This design comes from an exercise in tuning for small area on the open sky130 flow, not from production work. The RTL was checked by simulation tests, not by an equivalence proof against the original design. Power figures rest on the tool's default switching activity, not on a simulated workload.

===== flow/run.sh =====
#!/bin/bash
# Own flow: the standard layout (standard.sh) with two changes:
#  - clock tree: no dummy balancing loads, smaller clock buffers;
#  - port buffers: the smallest buffer, buf_1.
# Each tool's output goes to ORFS's own logs under orfs/logs; make's output
# goes to flow_make.log here.
set -euo pipefail
export CTS_ARGS="-sink_clustering_enable -repair_clock_nets -dont_use_dummy_load -root_buf sky130_fd_sc_hd__clkbuf_16 -buf_list sky130_fd_sc_hd__clkbuf_8 -sink_clustering_size 30 -sink_clustering_max_diameter 100"
export BUFFER_PORTS_ARGS="-buffer_cell sky130_fd_sc_hd__buf_1"
bash standard.sh finish > flow_make.log 2>&1

===== constraint.sdc =====
create_clock -name core_clock -period 10.0 [get_ports {clk}]
set_input_delay 2.0000 -clock core_clock [delete_from_list [all_inputs] [get_ports {clk}]]
set_output_delay 2.0000 -clock core_clock [all_outputs]
set_load 0.01 [all_outputs]

===== config.mk =====
export PLATFORM = sky130hd
export DESIGN_NAME = Top
export DESIGN_NICKNAME = Top
export VERILOG_FILES = /design/flow/design.v
export SDC_FILE = /design/flow/constraint.sdc
export NUM_CORES = 4
export LEC_CHECK = 0
export CAP_MARGIN = 20
export CORE_MARGIN = 2
export CORE_UTILIZATION = 65
export SLEW_MARGIN = 20

===== standard.sh =====
#!/bin/bash
# synth_recipe.tcl (not shown) runs the flow's synth.tcl, then flattens the netlist and writes it again
# the make line also repeats each setting of config.mk as NAME=value (left out here)
make -C /OpenROAD-flow-scripts/flow DESIGN_CONFIG=/design/flow/config.mk WORK_HOME=/design/flow/orfs CLKGATE_MAP_FILE= SYNTH_SCRIPT=/design/flow/synth_recipe.tcl "${@:-finish}"

===== design.v =====
`timescale 1ns / 1ps
module PWMA(
    input clk,
    input reset,
    input [7:0] SW,
    output reg pwm_a,
    output reg pwm_b
    );
    reg [10:0] counter;
    reg pa, pb;
    wire [10:0] cnext = counter + 11'd1;
    function below;
        input [2:0] sel;
        input [10:0] c;
        begin
            case (sel)
                3'd1: below = c < 11'd648;
                3'd2: below = c < 11'd748;
                3'd3: below = c < 11'd848;
                3'd4: below = c < 11'd948;
                default: below = 1'b0;
            endcase
            if (sel >= 3'd1 && sel <= 3'd4 && c[10:1] == 10'h3ff)
                below = 1'b1;
        end
    endfunction
    always @(posedge clk) begin
        if (reset) begin
            counter <= 11'd0;
            pa <= 1'b0;
            pb <= 1'b0;
            pwm_a <= 1'b0;
            pwm_b <= 1'b0;
        end
        else begin
            counter <= cnext;
            pa <= below(SW[6:4], counter);
            pb <= below(SW[3:1], counter);
            pwm_a <= pa;
            pwm_b <= pb;
        end
    end
endmodule
`timescale 1ns / 1ps
module distance(
    input clk,
    input reset,
    input disF,
    input disB,
    output reg detF,
    output reg detB
    );
    always @ (posedge clk) begin
        if (reset) begin
            detF <= 0;
            detB <= 0;
        end
        else begin
            if (disF == 0) begin
                detF <= 1;
            end
            else begin
                detF <= 0;
            end
            if (disB == 0) begin
                detB <= 1;
            end
            else begin
                detB <= 0;
            end
        end
    end
endmodule
`timescale 1ns / 1ps
module Overcurrent(
    input clk,
    input reset,
    input sens,
    output reg oc_flag
);
    reg [16:0] oc_timer;
    reg [13:0] debounce;
    reg tim_done;                
    localparam [16:0] TIM_END = 17'd36415;    
    localparam [13:0] DEB_END = 14'd2105;     
    wire [16:0] tim_next = {~oc_timer[15:0], ~(oc_timer[16] ^ oc_timer[14])};
    wire [13:0] deb_next = {~debounce[12:0], ~(debounce[13] ^ debounce[12])};
    wire tim_end = tim_done | (oc_timer == TIM_END);
    wire deb_end = (debounce == DEB_END);
    wire tim_clear = !oc_flag && tim_end && !sens;
    always @(posedge clk) begin
        if (reset || tim_clear) begin
            oc_timer <= 17'd0;
            tim_done <= 1'b0;
        end
        else begin
            oc_timer <= tim_next;
            tim_done <= tim_end;
        end
    end
    always @(posedge clk) begin
        if (reset) begin
            oc_flag <= 1'b0;
            debounce <= 14'd0;
        end
        else if (oc_flag) begin
            if (deb_end) begin
                oc_flag <= 1'b0;
                debounce <= 14'd0;
            end
            else
                debounce <= deb_next;
        end
        else if (tim_end && sens) begin
            if (deb_end) begin
                debounce <= 14'd0;
                oc_flag <= 1'b1;
            end
            else
                debounce <= deb_next;
        end
    end
endmodule
`timescale 1ns / 1ps
module IPS_Line(
    input clk,
    input reset,
    input IPS_F,
    input IPS_L,
    input IPS_R,
    input IPS_TR,
    input IPS_TL,
    input EFOR,
    input EREV,
    input EL,
    input ER,
    input EAL,
    input EAR,
    input EFLIP,
    output reg ETL,
    output reg ETR,
    output reg FORA,
    output reg BCKA,
    output reg FORB
);
    localparam IDLE = 3'b000;
    localparam FORWARD = 3'b001;
    localparam ARIGHT = 3'b010;
    localparam ALEFT = 3'b011;
    localparam RIGHT = 3'b100;
    localparam LEFT = 3'b101;
    localparam SPIN = 3'b110;
    localparam REVERSE = 3'b111;
    reg [2:0] state;
    reg [2:0] prev;
    reg ovr;
    always @(posedge clk)
        ovr <= (state == RIGHT) ? IPS_TL : IPS_TR;
    always @(*) begin
        ETR = (prev == RIGHT) || (prev == SPIN);
        ETL = (prev == LEFT);
        case (prev)
            IDLE:    {FORA, BCKA, FORB} = 3'b000;
            FORWARD: {FORA, BCKA, FORB} = 3'b101;
            ARIGHT:  {FORA, BCKA, FORB} = 3'b100;
            ALEFT:   {FORA, BCKA, FORB} = 3'b011;
            RIGHT:   {FORA, BCKA, FORB} = ovr ? 3'b101 : 3'b100;
            LEFT:    {FORA, BCKA, FORB} = ovr ? 3'b101 : 3'b011;
            SPIN:    {FORA, BCKA, FORB} = 3'b100;
            default: {FORA, BCKA, FORB} = 3'b010;    
        endcase
    end
    always @(posedge clk) begin
        if (reset) begin
            state <= IDLE;
            prev <= IDLE;
        end
        else begin
            prev <= state;
            case (state)
                IDLE: begin
                    if (IPS_F && EFOR && !EREV)
                        state <= FORWARD;
                    else if (IPS_F && !EFOR && !EREV)
                        state <= IDLE;
                    else if (EFLIP)
                        state <= SPIN;
                    else if (EREV)
                        state <= REVERSE;
                end
                FORWARD: begin
                    if (!IPS_F)
                        state <= IDLE;
                    else if (IPS_TR && ER)
                        state <= RIGHT;
                    else if (IPS_TL && EL)
                        state <= LEFT;
                    else if (IPS_R && EAR)
                        state <= ARIGHT;
                    else if (IPS_L && EAL)
                        state <= ALEFT;
                end
                ARIGHT:
                    if (IPS_F && !IPS_R)
                        state <= IDLE;
                ALEFT:
                    if (IPS_F && !IPS_L)
                        state <= IDLE;
                RIGHT:
                    if (IPS_F && !IPS_L && !IPS_TL && !IPS_TR)
                        state <= IDLE;
                LEFT:
                    if (IPS_F && !IPS_R && !IPS_TR && !IPS_TL)
                        state <= IDLE;
                SPIN:
                    if (IPS_F)
                        state <= IDLE;
                REVERSE:
                    if (!EREV)
                        state <= IDLE;
            endcase
        end
    end
endmodule
`timescale 1ns / 1ps
module c_store(
    input clk,
    input reset,
    input [1:0] code,
    output reg [1:0] pos1, pos2, pos3
    );
    reg [1:0] state;             
    wire in_use = (pos1 == code) || (pos2 == code) || (pos3 == code);
    wire bgr = (pos1 == 2'b11) && (pos2 == 2'b10) && (pos3 == 2'b01);
    wire bg0 = (pos1 == 2'b11) && (pos2 == 2'b10) && (pos3 == 2'b00);
    reg [1:0] st;
    reg [1:0] n1, n2, n3;
    always @(*) begin
        st = state;
        n1 = pos1;
        n2 = pos2;
        n3 = pos3;
        if (code != 2'b00 && !in_use)
            st = code;
        else if (code == 2'b10 && bgr) begin
            n2 = 2'b01;
            n3 = 2'b10;
        end
        else if (code == 2'b11 && bgr) begin
            n1 = 2'b10;
            n2 = 2'b01;
            n3 = 2'b11;
        end
        else if (code == 2'b11 && bg0) begin
            n1 = 2'b10;
            n2 = 2'b11;
        end
        else
            st = 2'b00;
        if (st != 2'b00) begin
            if (pos1 == 2'b00)
                n1 = st;
            else if (pos2 == 2'b00)
                n2 = st;
            else if (pos3 == 2'b00)
                n3 = st;
        end
    end
    always @(posedge clk) begin
        if (reset) begin
            state <= 2'b00;
            pos1 <= 2'b00;
            pos2 <= 2'b00;
            pos3 <= 2'b00;
        end
        else begin
            state <= st;
            pos1 <= n1;
            pos2 <= n2;
            pos3 <= n3;
        end
    end
endmodule
`timescale 1ns / 1ps
module Color(
    input clk,
    input reset,
    input signal,
    output s2, s3,
    output reg done,             
    output reg [1:0] state,
    output [5:0] led
    );
    reg [14:0] win;              
    localparam [14:0] WIN_LAST = 15'd24245;      
    wire wrap = (win == WIN_LAST);
    wire [14:0] win_next = {~win[13:0], ~(win[14] ^ win[13])};
    reg pre_signal;
    wire edge_now = signal ^ pre_signal;
    reg [13:0] cnt;
    reg [13:0] x;
    reg [1:0] k;
    reg [1:0] code;              
    reg done2;
    reg seen;
    wire eq = (cnt == x);
    wire gt = seen & ~eq;
    wire lt = ~seen & ~eq;
    wire f5 = cnt > 14'd5000;
    wire x0_next = (cnt == 14'd0) && (state == 2'd3 || eq || !k[1]);
    assign s2 = state[1];
    assign s3 = state[0];
    always @(posedge clk) begin
        if (reset) begin
            win <= 15'd0;
            pre_signal <= 1'b0;
            cnt <= 14'd0;
            done <= 1'b0;
            state <= 2'd0;
            k <= 2'd0;
            code <= 2'd0;
        end
        else begin
            pre_signal <= signal;
            done <= wrap;
            if (done)
                state <= state + 2'd1;
            if (done2 && state == 2'd3)
                code <= k;
            if (wrap) begin
                seen <= edge_now & x0_next;
                win <= 15'd0;
                cnt <= {13'd0, edge_now};
                case (state)
                    2'd3: begin
                        x <= cnt;
                        k <= {1'b1, f5};
                    end
                    2'd0: begin
                        if (gt || !k[1])
                            x <= cnt;
                        k <= {lt & k[0], (gt | ~k[1]) & f5};
                    end
                    2'd1: begin
                        if (gt && f5)
                            k <= 2'b11;
                        else if (lt && k[0])
                            k <= 2'b01;
                        else if (lt && k[1])
                            k <= 2'b10;
                        else
                            k <= 2'b00;
                    end
                    default: ;
                endcase
            end
            else begin
                seen <= seen | eq;
                win <= win_next;
                cnt <= cnt + {13'd0, edge_now};
            end
        end
    end
    always @(posedge clk)
        done2 <= done;
    c_store cstore(
        .clk(clk),
        .reset(reset),
        .code(code),
        .pos1(led[1:0]),
        .pos2(led[3:2]),
        .pos3(led[5:4])
    );
endmodule
`timescale 1ns / 1ps
module detect(
input clk,
input reset,
input isig,
input col_done,              
input [1:0] col_state,
output reg IRED,
output reg IGREEN,
output reg IBLUE,
output reg IWHITE
    );
    reg pre_signal;
    reg [11:0] cnt;
    reg [1:0] statee;
    reg rok, bok, gok;
    wire detected = IRED | IGREEN | IBLUE;
    wire edge_now = isig ^ pre_signal;
    wire sat = &cnt[11:9];
    wire ir_done = col_done && col_state == 2'd3;
    always @(posedge clk) begin
        if (reset) begin
            pre_signal <= 1'b0;
            cnt <= 12'd0;
            statee <= 2'd0;
            gok <= 1'b0;
            IRED <= 1'b0;
            IGREEN <= 1'b0;
            IBLUE <= 1'b0;
            IWHITE <= 1'b0;
        end
        else begin
            pre_signal <= isig;
            if (ir_done)
                cnt <= {11'd0, edge_now};
            else if (!sat)
                cnt <= cnt + {11'd0, edge_now};
            if (ir_done) begin
                statee <= statee + 2'd1;
                if (!detected) begin
                    case (statee)
                        2'd0: rok <= cnt > 12'd800 && cnt < 12'd1200;
                        2'd1: bok <= cnt > 12'd2800 && cnt < 12'd3200;
                        2'd3: gok <= cnt > 12'd1800 && cnt < 12'd2300;
                        2'd2: begin
                            IRED <= rok;
                            IBLUE <= !rok && bok;
                            IGREEN <= !rok && !bok && gok;
                            IWHITE <= !rok && !bok && !gok;
                        end
                    endcase
                end
            end
        end
    end
endmodule
`timescale 1ns / 1ps
module Top(
    input clk,
    input [7:0] SW,
    input reset,
    input sens,
    input disF,
    input disB,
    input BOX,
    input signal,
    input IPS_F,
    input IPS_L,
    input IPS_R,
    input IPS_TR,
    input IPS_TL,
    input isig,
    output reg FORA,
    output reg BCKA,
    output reg FORB,
    output BCKB,
    output ENA,
    output ENB,
    output s2, s3,
    output [7:0] led,
    output [1:0] spot,
    output IWHITE,
    output IRED,
    output IGREEN,
    output IBLUE,
    output drop
);
    wire pwm_a, pwm_b;
    wire oc_flag;
    wire detF, detB;
    wire FORA_IPS, BCKA_IPS, FORB_IPS;
    wire TL, TR;
    reg L, R, AL, AR, FLIP, FOR, REV;
    wire col_done;
    wire [1:0] col_state;
    PWMA pwm (.clk(clk), .reset(reset), .SW(SW), .pwm_a(pwm_a), .pwm_b(pwm_b));
    distance distance (
    .clk(clk),
    .reset(reset),
    .disF(disF),
    .disB(disB),
    .detF(detF),
    .detB(detB)
    );
    Overcurrent oc_protection (
    .clk(clk),
    .reset(reset),
    .sens(sens),
    .oc_flag(oc_flag)
    );
    IPS_Line ips_line (
        .clk(clk),
        .reset(reset),
        .IPS_F(IPS_F),
        .IPS_L(IPS_L),
        .IPS_R(IPS_R),
        .IPS_TR(IPS_TR),
        .IPS_TL(IPS_TL),
        .FORA(FORA_IPS),
        .BCKA(BCKA_IPS),
        .FORB(FORB_IPS),
        .EFOR(FOR),
        .EREV(REV),
        .EL(L),
        .ER(R),
        .EAL(AL),
        .EAR(AR),
        .ETL(TL),
        .ETR(TR),
        .EFLIP(FLIP)
    );
    Color color (
        .clk(clk),
        .reset(reset),
        .signal(signal),
        .s2(s2),
        .s3(s3),
        .done(col_done),
        .state(col_state),
        .led(led[5:0])
    );
    assign led[7:6] = 2'b00;
    assign drop = 1'b0;
    detect IR (
        .clk(clk),
        .reset(reset),
        .isig(isig),
        .col_done(col_done),
        .col_state(col_state),
        .IWHITE(IWHITE),
        .IRED(IRED),
        .IGREEN(IGREEN),
        .IBLUE(IBLUE)
    );
    localparam START   = 4'd0;
    localparam PCOL    = 4'd1;
    localparam ASSIGN  = 4'd2;
    localparam POS1    = 4'd3;
    localparam POS2    = 4'd4;
    localparam SKIP    = 4'd5;
    localparam POS3    = 4'd6;
    localparam DASSIGN = 4'd7;
    localparam DPOS1   = 4'd8;
    localparam DPOS2   = 4'd9;
    localparam SPIN    = 4'd10;
    localparam PICKUP  = 4'd11;
    localparam DROPD   = 4'd12;
    reg [3:0] state;
    reg [1:0] pos;
    assign spot = {pos[1] | (pos[0] & IGREEN), pos[0] & ~IGREEN};
    reg [17:0] cnt;
    reg deb_done, rev_done;
    localparam [17:0] CNT_SKIP = 18'd16314;      
    localparam [17:0] CNT_SPIN = 18'd258954;     
    wire [17:0] cnt_next = {~cnt[16:0], ~(cnt[17] ^ cnt[16])};
    wire deb_end = deb_done | (cnt == CNT_SKIP);
    wire cnt_end = rev_done | (cnt == CNT_SPIN);
    wire skip_start = (state == POS1 && IPS_TR) ||
                      (state == POS2 && pos != 2'd2 && IPS_TL && !L && !TL && !TR) ||
                      (state == DPOS1 && IPS_TL);
    wire spin_start = (state == POS1 && !IPS_TR && detF) ||
                      (state == POS2 && pos == 2'd2 && detF) ||
                      (state == POS3 && detF);
    always @(posedge clk) begin
        if (SW[0])
            cnt <= (skip_start || spin_start) ? 18'd0 : cnt_next;
        if (SW[0] && spin_start)
            rev_done <= 1'b0;
        else if (SW[0] && state == SPIN && cnt_end)
            rev_done <= 1'b1;
    end
    wire [1:0] ir_code = IRED ? 2'b01 : IGREEN ? 2'b10 : 2'b11;
    always @(posedge clk) begin
    if (reset) begin
        state <= START;
        L <= 0;
        R <= 0;
        AL <= 1;
        AR <= 1;
        pos <= 2'd0;
        FLIP <= 0;
        FOR <= 0;
        REV <= 0;
        deb_done <= 0;
        FORA <= 0;
        BCKA <= 0;
        FORB <= 0;
    end
    else begin
    if (SW[0]) begin
        case(state)
            START: begin
                FOR <= IRED | IGREEN | IBLUE;
                REV <= 0;
                if (IRED | IGREEN | IBLUE)
                    state <= PCOL;
            end
            PCOL: begin
                FOR <= 1;
                REV <= 0;
                if (led[1:0] == ir_code) begin
                    pos <= 2'd1;
                    state <= ASSIGN;
                end
                else if (led[3:2] == ir_code) begin
                    pos <= 2'd2;
                    state <= ASSIGN;
                end
                else if (led[5:4] == ir_code) begin
                    pos <= 2'd3;
                    state <= ASSIGN;
                end
            end
            ASSIGN: begin
                state <= (pos == 2'd1) ? POS1 : POS2;
            end
            POS1: begin
                L <= 0;
                R <= 0;
                AL <= 1;
                AR <= 1;
                if (IPS_TR) begin
                    AR <= 0;
                    state <= SKIP;
                end
                else if (detF) begin
                    state <= SPIN;
                end
            end
            POS2: begin
                if (pos == 2'd2) begin
                    L <= 1;
                    R <= 1;
                    AL <= 1;
                    AR <= 1;
                    if (detF) begin
                        state <= SPIN;
                    end
                end
                else begin
                    if (IPS_TL && !L && !TL && !TR) begin
                        AL <= 0;
                        state <= SKIP;
                    end
                    else begin
                        L <= 0;
                        R <= 1;
                        AR <= 1;
                        AL <= 1;
                    end
                end
            end
            SKIP: begin
                if (deb_end) begin
                    deb_done <= 1;
                    if (pos == 2'd3) begin
                        if (IPS_TL)
                            state <= POS3;
                    end
                    else if (pos == 2'd1)
                        state <= POS1;
                end
                else begin
                    L <= 0;
                    R <= 0;
                end
            end
            POS3: begin
                R <= 0;
                L <= 1;
                AL <= 1;
                AR <= 1;
                if (detF) begin
                    state <= SPIN;
                end
            end
            DASSIGN: begin
                state <= (pos == 2'd1) ? DPOS1 : DPOS2;
            end
            DPOS1: begin
                FOR <= 1;
                REV <= 0;
                L <= 0;
                R <= 0;
                AL <= 1;
                AR <= 1;
                if (IPS_TL) begin
                    AL <= 0;
                    state <= SKIP;
                end
                if (detF)
                    state <= DROPD;
            end
            SPIN: begin
                FOR <= 0;
                REV <= 1;
                if (cnt_end) begin
                    FLIP <= 1;
                    FOR <= 1;
                    REV <= 0;
                    if (IPS_F) begin
                        FLIP <= 0;
                        REV <= 1;
                        state <= PICKUP;
                    end
                end
            end
            PICKUP: begin
                if (detB) begin
                    REV <= 1;
                    FOR <= 0;
                end
                else if (BOX) begin
                    REV <= 0;
                    FOR <= 1;
                    state <= DASSIGN;
                end
            end
            DROPD: begin
                if (detF)
                    FOR <= 0;
                if (!BOX)
                    state <= SPIN;
            end
            default: ;
        endcase
    end
        FORA <= FORA_IPS;
        BCKA <= BCKA_IPS;
        FORB <= FORB_IPS;
    end
end
    assign BCKB = (FORA | BCKA) & ~FORB;
    assign ENA = pwm_a && ~oc_flag;
    assign ENB = pwm_b && ~oc_flag;
endmodule

==> impl_metrics.yaml, run 1 <==
global_route:
  antenna_found_initial: 0
  grt_max_degree: 74
  grt.overflow.total: 0
  grt_pass1_vias: 5949
  grt_pass1_wl_um: 27360
  grt_use_total_pct: 25.12
clocking:
  cts_buffers: 17
  clk_pin_slew_ns: 0.07
  cts_buffer_depth: 2
  worst_skew_pair.late_latency_ns: 0.38
  cts_tree: "yes"
  cts_setup_buffers: 0
  numClockSinks: 176
  cts-root-buf: "clkbuf_16"
  htreeDepth: 4
  post_cts_resized: 0
  postCtsHoldBufs: 0
hold_path:
  hold_path_class: "register to register"
floorplan:
  boundaryPins: 44
  core.rowCount: 41
  die-height_um: 116.5
  dieArea_mm2: 0.01358
  fp.coreArea_mm2: 0.01252
  die_w_um: 116.5
  start_util_pct: 65.77
timing:
  clock.fmax_ghz: 0.2827
  period_needed_ns: 3.538
  finalSetupViolations: 0
  relSlewSlack_pct: 37.77
  hold_viol_final: 0
  worst_slew_pin_slew_ns: 0.9322
  rsz0062_at_grt: "false"
  min_period_over_period_pct: 35.38
  clock_skew_ns: 0.02980
  slew_viol_final: 0
  hold_ws_ns: 0.4047
  setup-tns-final_ns: 0
critical_path:
  worstPathRequired_ns: 9.99
  critical_path_buf_inv_count: 3
  start_kind: "input pin"
  end_kind: "register"
  slowest_stage: "a31oi_2"
  slowest_delay_ns: 0.72
  cpLargestDelayFamily: "compound AO/OA/AOI/OAI gates"
  crit_type: "input pin to register"
  cp.arrival_ns: 3.52
  worstPathMaxFanout: 73
  worstPathCellList: "clkbuf_2, buf_4, clkinv_1, and2_1, o21ai_0, a31oi_2"
synth:
  synth_cell_types: 88
  avgSynthCellArea_um2: 9.127
  synth_top_cell_area_share_pct: 34.29
  synthCells: 902
  synth_area_mm2: 0.008233
  synth_area_leaders: "dfxtp_1 34%, edfxtp_1 13%, nor2_1 7.3%"
  ys_ff_latch: 176
  synth_top_flop_cell: "dfxtp_1"
  postSynth.asyncResetShare_pct: 0
  ys_warn_count: 8
  synth_edf_count: 35
  seq_area_frac_synth_pct: 47.05
  synth_top_area_cell: "dfxtp_1"
detailed_routing:
  wirelength_um: 16560
  avgRoutedWirePerCell_um: 15.27
  vias: 6500
  drc: 0
  drtIter0Drc: 732
  ant_nets: 0
  dr.pass1.iters: 5
  drt-vias-per-instance: 5.996
outcome:
  outcome: "no timing/DRC/antenna violations"
power:
  power_mw: 1.265
  peakVddDrop_mv: 0.1167
  cellPowerDensity_mw_per_mm2: 146.5
  p_leak_nw: 3.069
finish:
  drive_gt1_share_pct: 5.263
  area_growth_pct: 4.939
  instances_no_fill: 1084
  fillers: 1037
  post-route-util_pct: 69.02
  diodes: 0
  fin_nets: 951
placement:
  place.port_buffers: 39
  hpwl_um: 11550
  dp.cells: 1067
  gp_congestion: 0.9154
flow_run:
  cap_viol_max_count: 0
[cell usage in the layout (no fill, tap or decap), types with 15 or more instances in the layout]
cell type / count
ha_1: 16
clkbuf_8: 16
inv_1: 26
nand3_1: 30
nor2_1: 161
dfxtp_1: 141
nor2b_1: 26
edfxtp_1: 35
xor2_1: 37
o21ai_0: 25
buf_1: 38
a21oi_1: 48
nand2_1: 56
xnor2_1: 15
[state kept, by name (all words and copies together) (netlist names), 3 cells and up]
| signal | flops |
|---|---|
| oc_protection.oc_timer | 17 |
| color.win | 15 |
| cnt | 18 |
| ips_line.prev | 3 |
| state | 4 |
| ips_line.state | 3 |
| color.x | 14 |
| color.cnt | 14 |
| pwm.counter | 11 |
| IR.cnt | 12 |
| oc_protection.debounce | 14 |
[through the flow]
| stage | setup slack, ns | instance area, µm² |
|---|---|---|
| finish | 6.462 | 8640 |
| floorplan | 6.281 | 8240 |
| CTS | 6.397 | 8640 |
| detailed placement | 6.008 | 8394 |
| global route | 6.298 | 8640 |
| global placement | 6.005 | 8394 |
[report_power, final]
group	switching (mW)	leakage (nW)	internal, mW
logic	0.0603	1.46	0.0491
registers	0.0315	1.48	0.754
clock network	0.210	0.127	0.161
[worst paths after layout]
| kind | end | slack [ns] | cells after the start | start |
|---|---|---|---|---|
| max reg2reg | color.x[11] | 7.19 | 6 | color.win[14] |
| min | color.win[2] | 0.40 | 1 | color.win[1] |
| max | color.x[11] | 6.46 | 6 | reset |
| min reg2reg | color.win[2] | 0.40 | 1 | color.win[1] |
[area by class of cell]
| cell class | instances | area (µm²) | share of cell area (%) |
|---|---|---|---|
| sequential | 176 | 3874 | 44.84 |
| timing repair buffer | 42 | 170.2 | 1.970 |
| tap | 172 | 215.2 | 2.491 |
| inverter | 27 | 101.3 | 1.173 |
| clock buffer | 17 | 245.2 | 2.839 |
| multi-input combinational | 650 | 4034 | 46.69 |
[per-layer routing]
| metal | up-vias | global-route usage [%] | routed length (µm) |
|---|---|---|---|
| li1 | 3208 | - | - |
| met1 | 3022 | 33.26 | 7389 |
| met2 | 238 | 40.47 | 7798 |
| met3 | 32 | 6.850 | 1090 |
| met4 | 0 | 7.765 | 280 |
| met5 | - | 0 | 0 |
[synth_stat cells, types with 4 or more instances]
| library cell | n |
|---|---|
| a31oi_1 | 11 |
| buf_2 | 10 |
| nor2b_1 | 26 |
| xnor2_1 | 15 |
| nand4_1 | 12 |
| o211ai_1 | 7 |
| o21ai_0 | 25 |
| nand2b_1 | 13 |
| dfxtp_1 | 141 |
| buf_4 | 5 |
| edfxtp_1 | 35 |
| a21oi_1 | 48 |
| nor2_1 | 161 |
| o31a_1 | 4 |
| a22oi_1 | 5 |
| or4_1 | 6 |
| inv_1 | 26 |
| and3_1 | 13 |
| a211oi_2 | 5 |
| nor3_1 | 13 |
| or3_1 | 5 |
| a311oi_1 | 5 |
| a2111oi_0 | 4 |
| nor4_1 | 8 |
| nand2_1 | 56 |
| mux2i_1 | 9 |
| buf_1 | 6 |
| nand3_1 | 30 |
| and2_1 | 7 |
| a211oi_1 | 10 |
| xor2_1 | 37 |
| ha_1 | 16 |
| nand3b_1 | 8 |
| o2bb2ai_1 | 10 |
| clkbuf_1 | 28 |
[cells by family (layout without fill, tap and decap cells)]
logic type | after synthesis | count (layout) | share of synthesized area [%]
other | 1 | 3 | 0.04555
flip-flops | 176 | 176 | 47.05
AND/OR/NAND/NOR | 385 | 385 | 23.28
buffers and inverters | 78 | 86 | 4.118
adder cells (fa/ha/maj) | 16 | 16 | 2.432
multiplexers | 11 | 11 | 1.368
AO/OA/AOI/OAI | 183 | 183 | 16.17
XOR/XNOR | 52 | 52 | 5.532
==> run 2, diff against run 1 <==
--- a/design.v
+++ b/design.v
@@ -6,36 +6,33 @@
     output reg pwm_a,
     output reg pwm_b
     );
-    reg [10:0] counter;
+    reg [10:0] q;
     reg pa, pb;
-    wire [10:0] cnext = counter + 11'd1;
     function below;
         input [2:0] sel;
         input [10:0] c;
         begin
             case (sel)
-                3'd1: below = c < 11'd648;
-                3'd2: below = c < 11'd748;
-                3'd3: below = c < 11'd848;
-                3'd4: below = c < 11'd948;
+                3'd1: below = c < 11'd650;
+                3'd2: below = c < 11'd750;
+                3'd3: below = c < 11'd850;
+                3'd4: below = c < 11'd950;
                 default: below = 1'b0;
             endcase
-            if (sel >= 3'd1 && sel <= 3'd4 && c[10:1] == 10'h3ff)
-                below = 1'b1;
         end
     endfunction
     always @(posedge clk) begin
         if (reset) begin
-            counter <= 11'd0;
+            q <= 11'd2;
             pa <= 1'b0;
             pb <= 1'b0;
             pwm_a <= 1'b0;
             pwm_b <= 1'b0;
         end
         else begin
-            counter <= cnext;
-            pa <= below(SW[6:4], counter);
-            pb <= below(SW[3:1], counter);
+            q <= q + 11'd1;
+            pa <= below(SW[6:4], q);
+            pb <= below(SW[3:1], q);
             pwm_a <= pa;
             pwm_b <= pb;
         end
@@ -229,19 +226,22 @@
     input [1:0] code,
     output reg [1:0] pos1, pos2, pos3
     );
-    reg [1:0] state;             
     wire in_use = (pos1 == code) || (pos2 == code) || (pos3 == code);
     wire bgr = (pos1 == 2'b11) && (pos2 == 2'b10) && (pos3 == 2'b01);
     wire bg0 = (pos1 == 2'b11) && (pos2 == 2'b10) && (pos3 == 2'b00);
-    reg [1:0] st;
     reg [1:0] n1, n2, n3;
     always @(*) begin
-        st = state;
         n1 = pos1;
         n2 = pos2;
         n3 = pos3;
-        if (code != 2'b00 && !in_use)
-            st = code;
+        if (code != 2'b00 && !in_use) begin
+            if (pos1 == 2'b00)
+                n1 = code;
+            else if (pos2 == 2'b00)
+                n2 = code;
+            else if (pos3 == 2'b00)
+                n3 = code;
+        end
         else if (code == 2'b10 && bgr) begin
             n2 = 2'b01;
             n3 = 2'b10;
@@ -255,26 +255,14 @@
             n1 = 2'b10;
             n2 = 2'b11;
         end
-        else
-            st = 2'b00;
-        if (st != 2'b00) begin
-            if (pos1 == 2'b00)
-                n1 = st;
-            else if (pos2 == 2'b00)
-                n2 = st;
-            else if (pos3 == 2'b00)
-                n3 = st;
-        end
     end
     always @(posedge clk) begin
         if (reset) begin
-            state <= 2'b00;
             pos1 <= 2'b00;
             pos2 <= 2'b00;
             pos3 <= 2'b00;
         end
         else begin
-            state <= st;
             pos1 <= n1;
             pos2 <= n2;
             pos3 <= n3;
==> flow/run.sh (replaced) <==
#!/bin/bash
# Own flow: the standard layout (standard.sh) with two changes:
#  - clock tree: no dummy balancing loads, clkbuf_8 buffers only;
#  - port buffers: the smallest buffer, buf_1.
# Each tool's output goes to ORFS's own logs under orfs/logs; make's output
# goes to flow_make.log here.
set -euo pipefail
export CTS_ARGS="-sink_clustering_enable -repair_clock_nets -dont_use_dummy_load -root_buf sky130_fd_sc_hd__clkbuf_8 -buf_list sky130_fd_sc_hd__clkbuf_8 -sink_clustering_size 30 -sink_clustering_max_diameter 100"
export BUFFER_PORTS_ARGS="-buffer_cell sky130_fd_sc_hd__buf_1"
bash standard.sh finish > flow_make.log 2>&1
==> impl_metrics.yaml, run 2 <==
outcome:
  outcome: "no timing/DRC/antenna violations"
placement:
  dp.cells: 1052
  gp_congestion: 0.9218
  place.port_buffers: 39
  hpwl_um: 11120
  dp_slack_ns: 5.514
finish:
  diodes: 0
  largest-register: "cnt"
  reg_top3: "cnt: 18 flops, oc_protection.oc_timer: 17 flops, color.win: 15 flops"
  area_growth_pct: 4.874
  layout_common_cells: "151 x nor2_1, 139 x dfxtp_1, 51 x nand2_1"
  fillers: 988
  mostFrequentLayoutCell: "nor2_1"
  fin_nets: 940
  instances_no_fill: 1069
  largest_reg_flops: 18
  drive_gt1_share_pct: 4.772
clocking:
  cts_setup_buffers: 0
  cts-root-buf: "clkbuf_8"
  clk_pin_slew_ns: 0.07
  cts_tree: "yes"
  cts_buffers: 17
  postCtsHoldBufs: 0
  post_cts_resized: 0
  cts_buffer_depth: 2
  numClockSinks: 174
  worst_skew_pair.late_latency_ns: 0.45
  htreeDepth: 4
timing:
  clock_skew_ns: 0.02225
  min_period_over_period_pct: 40.08
  rsz0062_at_grt: "false"
  slew_viol_final: 0
  period_needed_ns: 4.008
  layout_setup_ws_ns: 5.992
  relSlewSlack_pct: 29.92
  hold_viol_final: 0
  finalSetupViolations: 0
  setup-tns-final_ns: 0
  clock.fmax_ghz: 0.2495
  worst_slew_pin_slew_ns: 1.047
critical_path:
  slowest_delay_ns: 0.85
  worstPathCellList: "clkbuf_2, buf_4, inv_1, and2_1, nor3b_2"
  cp.arrival_ns: 4.06
  end_kind: "register"
  worstPathRequired_ns: 10.05
  cpLargestDelayFamily: "simple AND/OR/NAND/NOR gates"
  reg2reg_depth: 4
  start_kind: "input pin"
  slowest_stage: "nor3b_2"
  rrSetupSlack_ns: 7.39
  critical_path_buf_inv_count: 3
  worstPathMaxFanout: 68
  crit_type: "input pin to register"
  reg2reg_to: "color.x[11]"
  startpoint: "reset"
  regToRegStartpoint: "color.win[6]"
power:
  cellPowerDensity_mw_per_mm2: 154.7
  p_leak_nw: 3.107
  peakVddDrop_mv: 0.1534
synth:
  avgSynthCellArea_um2: 9.154
  synth_top_area_cell: "dfxtp_1"
  ys_ff_latch: 174
  synth_area_mm2: 0.008138
  synth_most_common_cell: "nor2_1"
  ys_warn_count: 8
  postSynth.asyncResetShare_pct: 0
  synthTopCellsByCount: "151 x nor2_1, 139 x dfxtp_1, 51 x nand2_1, 41 x a21oi_1, 35 x edfxtp_1"
  seq_area_frac_synth_pct: 47.11
  synth_top_cell_area_share_pct: 34.19
  synth_area_leaders: "dfxtp_1 34%, edfxtp_1 13%, nor2_1 7.0%"
  synth_edf_count: 35
  synth_top_flop_cell: "dfxtp_1"
  synthCells: 889
  synth_cell_types: 79
global_route:
  grt_max_degree: 69
  antenna_found_initial: 0
  grt_pass1_vias: 6000
  grt_use_total_pct: 24.73
  grt.overflow.total: 0
  grt_pass1_wl_um: 26700
floorplan:
  die_w_um: 115.9
  start_util_pct: 67.19
  boundaryPins: 44
  dieArea_mm2: 0.01343
  die-height_um: 115.9
  core.rowCount: 40
  fp.coreArea_mm2: 0.01211
hold_path:
  hold_end: "color.win[9]"
  worstHoldStart: "color.win[8]"
  hold_depth: 1
  hold_path_class: "register to register"
flow_run:
  cap_viol_max_count: 0
detailed_routing:
  drt-vias-per-instance: 5.939
  avgRoutedWirePerCell_um: 14.91
  drtIter0Drc: 408
  wirelength_um: 15940
  drc: 0
  dr.pass1.iters: 5
  ant_nets: 0
  vias: 6349
## run 2: power by group
part	switching, mW	internal [mW]	leakage (nW)
combinational	0.0878	0.0713	1.49
sequential	0.0484	0.758	1.50
clock	0.205	0.150	0.122
## run 2: worst max-delay path by stage
stage,end,slack [ns],cells after the start
floorplan,color.x[0],6.20,3
global placement,color.x[10],5.61,5
detailed placement,color.x[10],5.51,5
CTS,color.x[11],5.96,5
global route,color.x[11],5.79,5
finish,color.x[11],5.99,5
## run 2: cell type report
cell class	count	area, µm²	area share (%)
Sequential cell	174	3834	44.92
Timing Repair Buffer	41	162.7	1.906
Clock buffer	17	234.0	2.742
Multi-Input combinational cell	638	3978	46.61
Inverter	31	116.4	1.363
Tap cell	168	210.2	2.463
## run 2: cells by family after synthesis
kind of cell / count (synthesis) / synth area share (%)
AND/OR/NAND/NOR: 376 / 23.55
AO/OA/AOI/OAI: 183 / 15.94
flip-flops: 174 / 47.11
buffers and inverters: 79 / 4.166
XOR/XNOR: 46 / 4.951
adder cells (fa/ha/maj): 16 / 2.460
multiplexers: 14 / 1.768
other: 1 / 0.04608
## run 2: per-stage QoR
| step | hold slack [ns] | power, mW | cell area, µm² | utilization, % |
|---|---|---|---|---|
| floorplan | 0.3833 | 0.9372 | 8145 | - |
| global placement | 0.3926 | 0.9714 | 8300 | 68.53 |
| detailed placement | 0.3952 | 0.9782 | 8300 | 68.53 |
| CTS | 0.3962 | 1.327 | 8534 | 70.46 |
| global route | 0.4037 | 1.381 | 8534 | 70.46 |
| finish | 0.3940 | 1.321 | 8534 | 70.46 |
## run 2: routing by layer
metal | share of wire [%] | track usage (%)
met1 | 46 | 31.65
met2 | 47 | 40.47
met4 | 2.0 | 10.16
met3 | 5.2 | 5.910
met5 | 0 | 0
==> run 3, diff against run 2 <==
--- a/design.v
+++ b/design.v
@@ -239,7 +239,7 @@
                 n1 = code;
             else if (pos2 == 2'b00)
                 n2 = code;
-            else if (pos3 == 2'b00)
+            else
                 n3 = code;
         end
         else if (code == 2'b10 && bgr) begin
@@ -635,11 +635,11 @@
             SKIP: begin
                 if (deb_end) begin
                     deb_done <= 1;
-                    if (pos == 2'd3) begin
+                    if (pos[1]) begin
                         if (IPS_TL)
                             state <= POS3;
                     end
-                    else if (pos == 2'd1)
+                    else
                         state <= POS1;
                 end
                 else begin
==> flow/run.sh (replaced) <==
#!/bin/bash
# Own flow: the standard layout (standard.sh) with these changes:
#  - synthesis maps logic with flow/abc.script, an area-oriented ABC script
#    (yosys's own default sequence with more area recovery in &nf, and a
#    second round of choice computation and mapping), in place
#    of ORFS's abc_speed.script, which upsizes and buffers for speed that a
#    10 ns clock does not need. Everything else in synthesis is unchanged
#    (same yosys passes, so the same registers with the same names and
#    cells); ORFS's scripts are copied to orfs_scripts/ with only that one
#    file replaced, and the whole flow runs from that copy;
#  - clock tree: no dummy balancing loads, clkbuf_8 buffers only;
#  - port buffers: the smallest buffer, buf_1.
# Each tool's output goes to ORFS's own logs under orfs/logs; make's output
# goes to flow_make.log here.
set -euo pipefail
rm -rf orfs_scripts
cp -r "$FLOW_HOME/scripts" orfs_scripts
cp flow/abc.script orfs_scripts/abc_speed.script
export CTS_ARGS="-sink_clustering_enable -repair_clock_nets -dont_use_dummy_load -root_buf sky130_fd_sc_hd__clkbuf_8 -buf_list sky130_fd_sc_hd__clkbuf_8 -sink_clustering_size 30 -sink_clustering_max_diameter 100"
export BUFFER_PORTS_ARGS="-buffer_cell sky130_fd_sc_hd__buf_1"
bash standard.sh "SCRIPTS_DIR=$PWD/orfs_scripts" finish > flow_make.log 2>&1
==> flow/abc.script (new file) <==
strash
&get -n
&fraig -x
&put
scorr
dc2
dretime
strash
&get -n
&dch -f
&nf -R 1000
&put
strash
&get -n
&dch -f
&nf -R 1000
&put
==> impl_metrics.yaml, run 3 <==
power:
  cellPowerDensity_mw_per_mm2: 180.2
  p_leak_nw: 3.018
  power_mw: 1.454
  peakVddDrop_mv: 0.1342
critical_path:
  crit_type: "input pin to register"
  worstPathRequired_ns: 10.37
  worstPathMaxFanout: 3
  start_kind: "input pin"
  rrSetupSlack_ns: 7.15
  cp.arrival_ns: 4.15
  end_kind: "register"
finish:
  area_growth_pct: 7.845
  largest_reg_flops: 18
  multi_input_area_mm2: 0.003560
  layout_common_cells: "141 x nor2_1, 139 x dfxtp_1, 69 x a21oi_1"
  fillers: 896
  fin_nets: 916
  reg_top3: "cnt: 18 flops, oc_protection.oc_timer: 17 flops, color.win: 15 flops"
  mostFrequentLayoutCell: "nor2_1"
  diodes: 0
  regArea_mm2: 0.003834
  drive_gt1_share_pct: 2.623
  largest-register: "cnt"
timing:
  finalSetupViolations: 0
  min_period_over_period_pct: 37.73
  relSlewSlack_pct: 35.28
  clock.fmax_ghz: 0.2650
  hold_viol_final: 0
  clock_skew_ns: 0.03284
  rsz0062_at_grt: "false"
  hold_ws_ns: 0.4054
  setup-tns-final_ns: 0
  worst_slew_pin_slew_ns: 0.9650
  period_needed_ns: 3.773
  layout_setup_ws_ns: 6.227
  slew_viol_final: 0
clocking:
  cts_buffers: 17
  cts_setup_buffers: 0
  postCtsHoldBufs: 0
  numClockSinks: 174
  cts_tree: "yes"
  clk_pin_slew_ns: 0.08
  post_cts_resized: 0
  cts_buffer_depth: 2
  worst_skew_pair.late_latency_ns: 0.45
  htreeDepth: 4
  cts-root-buf: "clkbuf_8"
synth:
  synth_top_area_cell: "dfxtp_1"
  synth_area_mm2: 0.007480
  synth_top_flop_cell: "dfxtp_1"
  synth_most_common_cell: "nor2_1"
  synthCells: 818
  ys_warn_count: 8
  synth_cell_types: 54
  synth_area_leaders: "dfxtp_1 37%, edfxtp_1 14%, nor2_1 7.1%"
  seq_area_frac_synth_pct: 51.25
  synth_edf_count: 35
  postSynth.asyncResetShare_pct: 0
  synth_top_cell_area_share_pct: 37.20
  avgSynthCellArea_um2: 9.144
  ys_ff_latch: 174
  synthTopCellsByCount: "141 x nor2_1, 139 x dfxtp_1, 70 x a21oi_1, 59 x nand2_1, 50 x nor3_1"
global_route:
  grt_max_degree: 73
  grt_pass1_wl_um: 26030
  grt_use_total_pct: 25.33
  antenna_found_initial: 0
  grt_pass1_vias: 5802
  grt.overflow.total: 0
hold_path:
  hold_path_class: "register to register"
detailed_routing:
  avgRoutedWirePerCell_um: 14.96
  vias: 6130
  wirelength_um: 15260
  drc: 0
  ant_nets: 0
  drtIter0Drc: 444
  drt-vias-per-instance: 6.010
  dr.pass1.iters: 7
placement:
  hpwl_um: 10660
  dp_slack_ns: 5.837
  place.port_buffers: 39
  gp_congestion: 0.9154
floorplan:
  core.rowCount: 39
  die_w_um: 111.3
  start_util_pct: 66.07
  boundaryPins: 44
  fp.coreArea_mm2: 0.01132
  die-height_um: 111.3
  dieArea_mm2: 0.01238
outcome:
  outcome: "no timing/DRC/antenna violations"
flow_run:
  cap_viol_max_count: 0
[run 3: kinds of logic after synthesis]
kind of cell / synth area share (%)
simple gates: 25.43
mux: 0.5520
other cells: 0.05014
buf+inv: 1.405
flops: 51.25
fa+ha+maj: 2.676
xor+xnor: 3.864
compound gates: 14.77
[run 3: area by class of cell]
type / count / area share (%)
Sequential cell: 174 / 47.53
Multi-Input combinational cell: 621 / 44.13
Clock buffer: 17 / 2.901
Tap cell: 143 / 2.218
Timing Repair Buffer: 43 / 2.203
Inverter: 22 / 1.024
[run 3: layer usage]
| layer | vias to the layer above | wire length [µm] | global-route usage [%] |
|---|---|---|---|
| met3 | 22 | 631 | 6.889 |
| met4 | 0 | 244 | 8.066 |
| met1 | 2859 | 7018 | 31.80 |
| met2 | 144 | 7361 | 42.68 |
| met5 | - | 0 | 0 |
| li1 | 3105 | - | - |
[run 3: per-stage QoR]
step / utilization [%] / instances / area [µm²]
CTS: 71.19 / 1020 / 8059
finish: 71.25 / 1020 / 8066
global placement: 69.12 / 1003 / 7825
detailed placement: 69.12 / 1003 / 7825
global route: 71.25 / 1020 / 8066
floorplan: - / 820 / 7487
[run 3: worst max-delay path: stages]
cell and delay (ns):
buf_1 0.10, xor2_1 0.28, ha_1 0.24, and4_1 0.26
and3_1 0.19, and2_0 0.21, and4_1 0.27, and3_1 0.19
and2_0 0.17, o21ai_0 0.10, a21oi_1 0.12
[run 3: path summary, 6_finish.rpt]
check,start,end,cells past startpoint
min,color.win[9],color.win[10],1
max reg2reg,state[2],state[1],9
max,signal,color.cnt[13],11
min reg2reg,color.win[9],color.win[10],1
[run 3: where the power goes]
group          switching, mW  internal (mW)
registers             0.0611          0.782
logic                  0.154          0.104
clock network          0.204          0.150
total                  0.419           1.04
==> run 4, diff against run 3 <==
--- a/design.v
+++ b/design.v
@@ -48,11 +48,7 @@
     output reg detB
     );
     always @ (posedge clk) begin
-        if (reset) begin
-            detF <= 0;
-            detB <= 0;
-        end
-        else begin
+        begin
             if (disF == 0) begin
                 detF <= 1;
             end
@@ -551,7 +547,7 @@
         else if (SW[0] && state == SPIN && cnt_end)
             rev_done <= 1'b1;
     end
-    wire [1:0] ir_code = IRED ? 2'b01 : IGREEN ? 2'b10 : 2'b11;
+    wire [1:0] ir_code = {~IRED, ~IGREEN};
     always @(posedge clk) begin
     if (reset) begin
         state <= START;
==> impl_metrics.yaml, run 4 <==
power:
  p_int_mw: 0.9571
  power_frac_seq_pct: 62.0
  clockPowerShare_pct: 27.5
  p_leak_nw: 2.959
  peakVddDrop_mv: 0.1581
  switching_share_pct: 24.61
  cellPowerDensity_mw_per_mm2: 158.4
  p_sw_mw: 0.3124
  comb_power_share_pct: 10.6
critical_path:
  slowest_stage: "nand2_1"
  start_kind: "input pin"
  regToRegStartpoint: "state[3]"
  end_kind: "register"
  crit_path_end: "color.cnt[0]"
  reg2reg_depth: 10
  crit_type: "input pin to register"
  cpLargestDelayFamily: "buffers and inverters"
  reg2reg_to: "L"
  startpoint: "reset"
  worstPathRequired_ns: 10.29
  worstPathMaxFanout: 69
  worstPathCellList: "clkbuf_2, buf_4, clkinv_1, nand2_1, o21ai_0"
  critical_path_buf_inv_count: 3
  slowest_delay_ns: 0.89
  rrSetupSlack_ns: 7.43
  cp.arrival_ns: 4.59
  cp.depth: 5
timing:
  min_period_over_period_pct: 43.00
  relSlewSlack_pct: 45.11
  finalSetupViolations: 0
  period_needed_ns: 4.300
  hold_ws_ns: 0.4095
  hold_viol_final: 0
  clock_skew_ns: 0.02347
  clock.fmax_ghz: 0.2325
  rsz0062_at_grt: "false"
  worst_slew_pin_slew_ns: 0.8213
  slew_viol_final: 0
  layout_setup_ws_ns: 5.700
  setup-tns-final_ns: 0
floorplan:
  boundaryPins: 44
  die-height_um: 110.9
  start_util_pct: 65.89
  core.rowCount: 39
  dieArea_mm2: 0.01230
  fp.coreArea_mm2: 0.01127
  die_w_um: 110.9
detailed_routing:
  wirelength_um: 14800
  drt-vias-per-instance: 6.046
  drtIter0Drc: 693
  vias: 6209
  drc: 0
  avgRoutedWirePerCell_um: 14.41
  dr.pass1.iters: 5
  ant_nets: 0
clocking:
  cts_buffers: 17
  postCtsHoldBufs: 0
  cts_setup_buffers: 0
  clk_pin_slew_ns: 0.08
  cts-root-buf: "clkbuf_8"
  cts_tree: "yes"
  cts_buffer_depth: 2
  numClockSinks: 174
  post_cts_resized: 0
  htreeDepth: 4
  worst_skew_pair.late_latency_ns: 0.44
finish:
  layout_common_cells: "141 x nor2_1, 139 x dfxtp_1, 75 x a21oi_1"
  largest-register: "cnt"
  fillers: 910
  mostFrequentLayoutCell: "nor2_1"
  diodes: 0
  fin_nets: 923
  post-route-util_pct: 71.10
  reg_top3: "cnt: 18 flops, oc_protection.oc_timer: 17 flops, color.win: 15 flops"
  multi_input_area_mm2: 0.003470
  regArea_mm2: 0.003834
  area_growth_pct: 7.901
  drive_gt1_share_pct: 2.602
  largest_reg_flops: 18
synth:
  ys_ff_latch: 174
  ys_warn_count: 8
  synth_cell_types: 55
  synth_most_common_cell: "nor2_1"
  synth_top_flop_cell: "dfxtp_1"
  postSynth.asyncResetShare_pct: 0
  seq_area_frac_synth_pct: 51.62
  synth_area_mm2: 0.007427
  synthCells: 825
  synth_top_cell_area_share_pct: 37.47
  synth_top_area_cell: "dfxtp_1"
  avgSynthCellArea_um2: 9.003
  synthTopCellsByCount: "141 x nor2_1, 139 x dfxtp_1, 76 x a21oi_1, 61 x nand2_1, 54 x nor3_1"
  synth_area_leaders: "dfxtp_1 37%, edfxtp_1 14%, nor2_1 7.1%"
  synth_edf_count: 35
global_route:
  antenna_found_initial: 0
  grt_pass1_vias: 5744
  grt.overflow.total: 0
  grt_max_degree: 70
  grt_use_total_pct: 24.46
  grt_pass1_wl_um: 25250
flow_run:
  cap_viol_max_count: 0
placement:
  hpwl_um: 10290
  dp_slack_ns: 5.241
  place.port_buffers: 39
  gp_congestion: 0.9263
hold_path:
  hold_path_class: "register to register"
outcome:
  outcome: "no timing/DRC/antenna violations"
## run 4: changes by cell type in the layout (fill, tap and decap cells not counted), sizes merged, moves of 4 or more
cell / delta
clkinv: +10
a21oi: +6
o21ai: +13
nor3: +4
nor3b: -4
nand2b: -4
a311oi: -5
nor4: -7
## run 4: cell families after synthesis
kind of cell	Yosys count	synth area share [%]
AND/OR/NAND/NOR	376	24.28
AO/OA/AOI/OAI	186	14.98
flip-flops	174	51.62
buffers and inverters	35	1.921
XOR/XNOR	32	3.774
adder cells (fa/ha/maj)	16	2.695
multiplexers	5	0.6907
other	1	0.05049
## run 4: through the flow
stage,instances,area [µm²],power [mW]
finish,1027,8014,1.270
CTS,1027,8006,1.281
detailed placement,1010,7772,0.9344
floorplan,827,7435,0.8921
global placement,1010,7772,0.9284
global route,1027,8014,1.330
## run 4: area by class of cell
class,count,share of cell area (%)
Sequential cell,174,47.84
Multi-Input combinational cell,618,43.29
Clock buffer,17,2.920
Tap cell,143,2.233
Timing Repair Buffer,43,2.217
Inverter,32,1.499
## run 4: power by group through the flow
stage,sequential [mW],clock [mW],combinational [mW]
floorplan,0.794,0,0.0983
global placement,0.800,0,0.128
detailed placement,0.802,0,0.132
CTS,0.786,0.362,0.133
global route,0.793,0.387,0.150
finish,0.787,0.349,0.134
## run 4: worst reg2reg max path: stages, from the launching register on
cell and delay (ns):
dfxtp_1 0.44, nor2_1 0.29, nand2_1 0.18, nor3_1 0.35
or3b_1 0.43, nand2b_1 0.17, o21ai_0 0.10, o21ai_0 0.17
nor2_1 0.08, a21oi_1 0.14, a21oi_1 0.08
## run 4: layer usage
metal  global-route usage [%]  wire (µm)  vias to the layer above  share of wire, %
met2                    41.84       7263                      164                49
met3                    5.686        660                       19               4.5
met4                    7.250        173                        0               1.2
met1                    31.06       6698                     2931                45
li1                         -          -                     3095                 -
met5                        0          0                        -                 0
## run 4: how the worst min path moves through the flow
stage                                          start                          to  cells after the start
after floorplan           oc_protection.oc_timer[12]  oc_protection.oc_timer[13]                      1
after global placement                  color.win[4]                color.win[5]                      1
after detailed placement                color.win[6]                color.win[7]                      1
after CTS                 oc_protection.oc_timer[15]  oc_protection.oc_timer[16]                      1
after global routing       oc_protection.oc_timer[2]   oc_protection.oc_timer[3]                      1
final                                   color.win[6]                color.win[7]                      1
==> run 5, diff against run 4 <==
--- a/design.v
+++ b/design.v
@@ -48,7 +48,11 @@
     output reg detB
     );
     always @ (posedge clk) begin
-        begin
+        if (reset) begin
+            detF <= 0;
+            detB <= 0;
+        end
+        else begin
             if (disF == 0) begin
                 detF <= 1;
             end
@@ -547,7 +551,7 @@
         else if (SW[0] && state == SPIN && cnt_end)
             rev_done <= 1'b1;
     end
-    wire [1:0] ir_code = {~IRED, ~IGREEN};
+    wire [1:0] ir_code = IRED ? 2'b01 : IGREEN ? 2'b10 : 2'b11;
     always @(posedge clk) begin
     if (reset) begin
         state <= START;
--- a/flow/run.sh
+++ b/flow/run.sh
@@ -1,8 +1,7 @@
 #!/bin/bash
 # Own flow: the standard layout (standard.sh) with these changes:
 #  - synthesis maps logic with flow/abc.script, an area-oriented ABC script
-#    (yosys's own default sequence with more area recovery in &nf, and a
-#    second round of choice computation and mapping), in place
+#    (yosys's own default sequence with more area recovery in &nf), in place
 #    of ORFS's abc_speed.script, which upsizes and buffers for speed that a
 #    10 ns clock does not need. Everything else in synthesis is unchanged
 #    (same yosys passes, so the same registers with the same names and
==> flow/abc.script (replaced) <==
strash
&get -n
&fraig -x
&put
scorr
dc2
dretime
strash
&get -n
&dch -f
&nf -R 1000
&put
==> impl_metrics.yaml, run 5 <==
synth:
  synth_top_cell_area_share_pct: 36.89
  seq_area_frac_synth_pct: 50.83
  synth_area_leaders: "dfxtp_1 37%, edfxtp_1 14%, nor2_1 8.3%"
  synthTopCellsByCount: "166 x nor2_1, 139 x dfxtp_1, 66 x a21oi_1, 66 x nand2_1, 50 x nor3_1"
  ys_warn_count: 8
  synthSimpleGateAreaFrac_pct: 25.76
  synthCells: 846
  synth_edf_count: 35
  ys_ff_latch: 174
  synth_xor_xnor_area_share_pct: 4.180
  synth_mux_area_share_pct: 0.8129
  synth_cell_types: 56
  avgSynthCellArea_um2: 8.915
  synth_top_area_cell: "dfxtp_1"
  synth_compound_area_share_pct: 14.07
  synth_most_common_cell: "nor2_1"
  synth_area_mm2: 0.007542
  synth_top_family_by_area: "simple AND/OR/NAND/NOR gates"
  synth_adder_area_share_pct: 2.654
  synth_top_flop_cell: "dfxtp_1"
  postSynth.asyncResetShare_pct: 0
critical_path:
  crit_type: "input pin to register"
  end_kind: "register"
  worstPathMaxFanout: 8
  start_kind: "input pin"
  cp.arrival_ns: 3.90
  worstPathRequired_ns: 10.36
global_route:
  grt_max_degree: 74
  grt_pass1_vias: 6029
  antenna_found_initial: 0
  grt_pass1_wl_um: 26770
  grt.overflow.total: 0
  grt_use_total_pct: 26.02
detailed_routing:
  wirelength_um: 15890
  ant_nets: 0
  drt-vias-per-instance: 6.052
  drtIter0Drc: 565
  avgRoutedWirePerCell_um: 15.17
  vias: 6336
  dr.pass1.iters: 5
  drc: 0
clocking:
  cts-root-buf: "clkbuf_8"
  clk_pin_slew_ns: 0.07
  cts_buffer_depth: 2
  post_cts_resized: 0
  htreeDepth: 4
  numClockSinks: 174
  cts_buffers: 17
  cts_setup_buffers: 0
  postCtsHoldBufs: 0
  worst_skew_pair.late_latency_ns: 0.46
  cts_tree: "yes"
timing:
  hold_viol_final: 0
  period_needed_ns: 3.544
  clock_skew_ns: 0.02222
  setup-tns-final_ns: 0
  slew_viol_final: 0
  min_period_over_period_pct: 35.44
  relSlewSlack_pct: 34.62
  finalSetupViolations: 0
  rsz0062_at_grt: "false"
  worst_slew_pin_slew_ns: 0.9671
  hold_ws_ns: 0.4111
  clock.fmax_ghz: 0.2821
finish:
  mostFrequentLayoutCell: "nor2_1"
  layout_common_cells: "166 x nor2_1, 139 x dfxtp_1, 66 x nand2_1"
  area_growth_pct: 7.681
  fillers: 884
  reg_top3: "cnt: 18 flops, oc_protection.oc_timer: 17 flops, color.win: 15 flops"
  largest_reg_flops: 18
  diodes: 0
  drive_gt1_share_pct: 2.434
  post-route-util_pct: 71.43
  fin_nets: 943
  largest-register: "cnt"
placement:
  gp_congestion: 0.9560
  place.port_buffers: 39
  hpwl_um: 11250
floorplan:
  fp.coreArea_mm2: 0.01137
  start_util_pct: 66.34
  core.rowCount: 39
  boundaryPins: 44
  die_w_um: 111.7
  dieArea_mm2: 0.01248
  die-height_um: 111.7
power:
  peakVddDrop_mv: 0.1447
  p_leak_nw: 2.981
  power_mw: 1.255
  cellPowerDensity_mw_per_mm2: 154.5
outcome:
  outcome: "no timing/DRC/antenna violations"
hold_path:
  hold_path_class: "register to register"
flow_run:
  cap_viol_max_count: 0
==> run 5: changes by cell type in the layout (fill, tap and decap cells not counted), moves of 9 or more <==
cell     before  now
nand3_1      19   29
nor2_1      141  166
o21ai_0      38   29
a21oi_1      75   65
==> run 5: worst max-delay path, cell delays in order <==
cell and delay, ns:
buf_1 0.28, nand2b_1 0.10, a21oi_1 0.29, o221ai_1 0.19, nor4_1 0.30, nand3_1 0.31
a41o_1 0.30, a21oi_1 0.13
==> run 5: where the power goes <==
group / internal, mW / total, mW / switching, mW
sequential: 0.748 / 0.778 / 0.0307
combinational: 0.0482 / 0.117 / 0.0689
clock: 0.150 / 0.359 / 0.209
total: 0.946 / 1.25 / 0.309
==> run 5: per-stage QoR <==
stage          setup slack [ns]  std cells  area, µm²
2_1_floorplan             6.538        848       7550
3_3_place_gp              6.092       1030       7880
3_5_place_dp              6.081       1030       7880
4_1_cts                   6.530       1047       8114
5_1_grt                   6.331       1047       8122
6_report                  6.456       1047       8122
==> run 5: cells by family after synthesis <==
kind of cell / Yosys count
and+or+nand+nor: 412
DFF: 174
AOI/OAI and AO/OA: 171
xor gates and xnor gates: 36
buffers and inverters: 30
adders and majority gates: 16
muxes: 6
other: 1
==> run 5: worst paths after layout <==
check / from / cells past startpoint / end / slack, ns
worst max-delay path: IPS_TL / 8 / state[2] / 6.46
worst min-delay path: oc_protection.oc_timer[15] / 1 / oc_protection.oc_timer[16] / 0.41
worst max register to register: state[0] / 10 / state[2] / 7.31
worst min register to register: oc_protection.oc_timer[15] / 1 / oc_protection.oc_timer[16] / 0.41
==> run 5: layout make-up <==
type,instances,area [µm²],area share [%]
Sequential cell,174,3834,47.20
Tap cell,143,178.9,2.203
Inverter,27,101.3,1.248
Multi-Input combinational cell,644,3603,44.37
Clock buffer,17,234.0,2.881
Timing Repair Buffer,42,170.2,2.095
==> run 5: routing by layer <==
layer	vias up	global-route usage, %	share of wire [%]
li1	3151	-	-
met1	2935	32.59	44
met2	213	43.43	48
met3	37	6.315	5.9
met4	0	10.62	2.0
met5	-	0	0

-- afterwards: timing with drivers on the ports --
In the flow no input, the clock included, has a driving cell. The finished layouts below were timed again as built, in two steps. Step 1, drivers: a clkbuf_16 drives clk and a buf_2 each remaining input, both assumed. Step 2 moves the port delays by t, midway between the first and last clock arrival at a register: inputs arrive t later, outputs are due t later. That takes back most of the time a late clock gives input paths. a / b / c = ideal ports / drivers / drivers and shift; a / b = the first two.
| run | shift t [ns] | setup WS [ns] | worst setup path at the end |
|---|---|---|---|
| run 1 | 0.409 | 6.462 / 6.480 / 6.071 | input to register |
| run 2 | 0.477 | 5.992 / 6.006 / 5.529 | input to register |
| run 3 | 0.473 | 6.227 / 6.240 / 5.767 | input to register |
| run 4 | 0.461 | 5.700 / 5.713 / 5.252 | input to register |
| run 5 | 0.480 | 6.456 / 6.466 / 5.985 | input to register |
After both steps setup and hold are still met in every run listed. For run 5, which loses most, drivers alone change the setup slack by +0.010 ns; drivers and shift together by -0.471 ns.
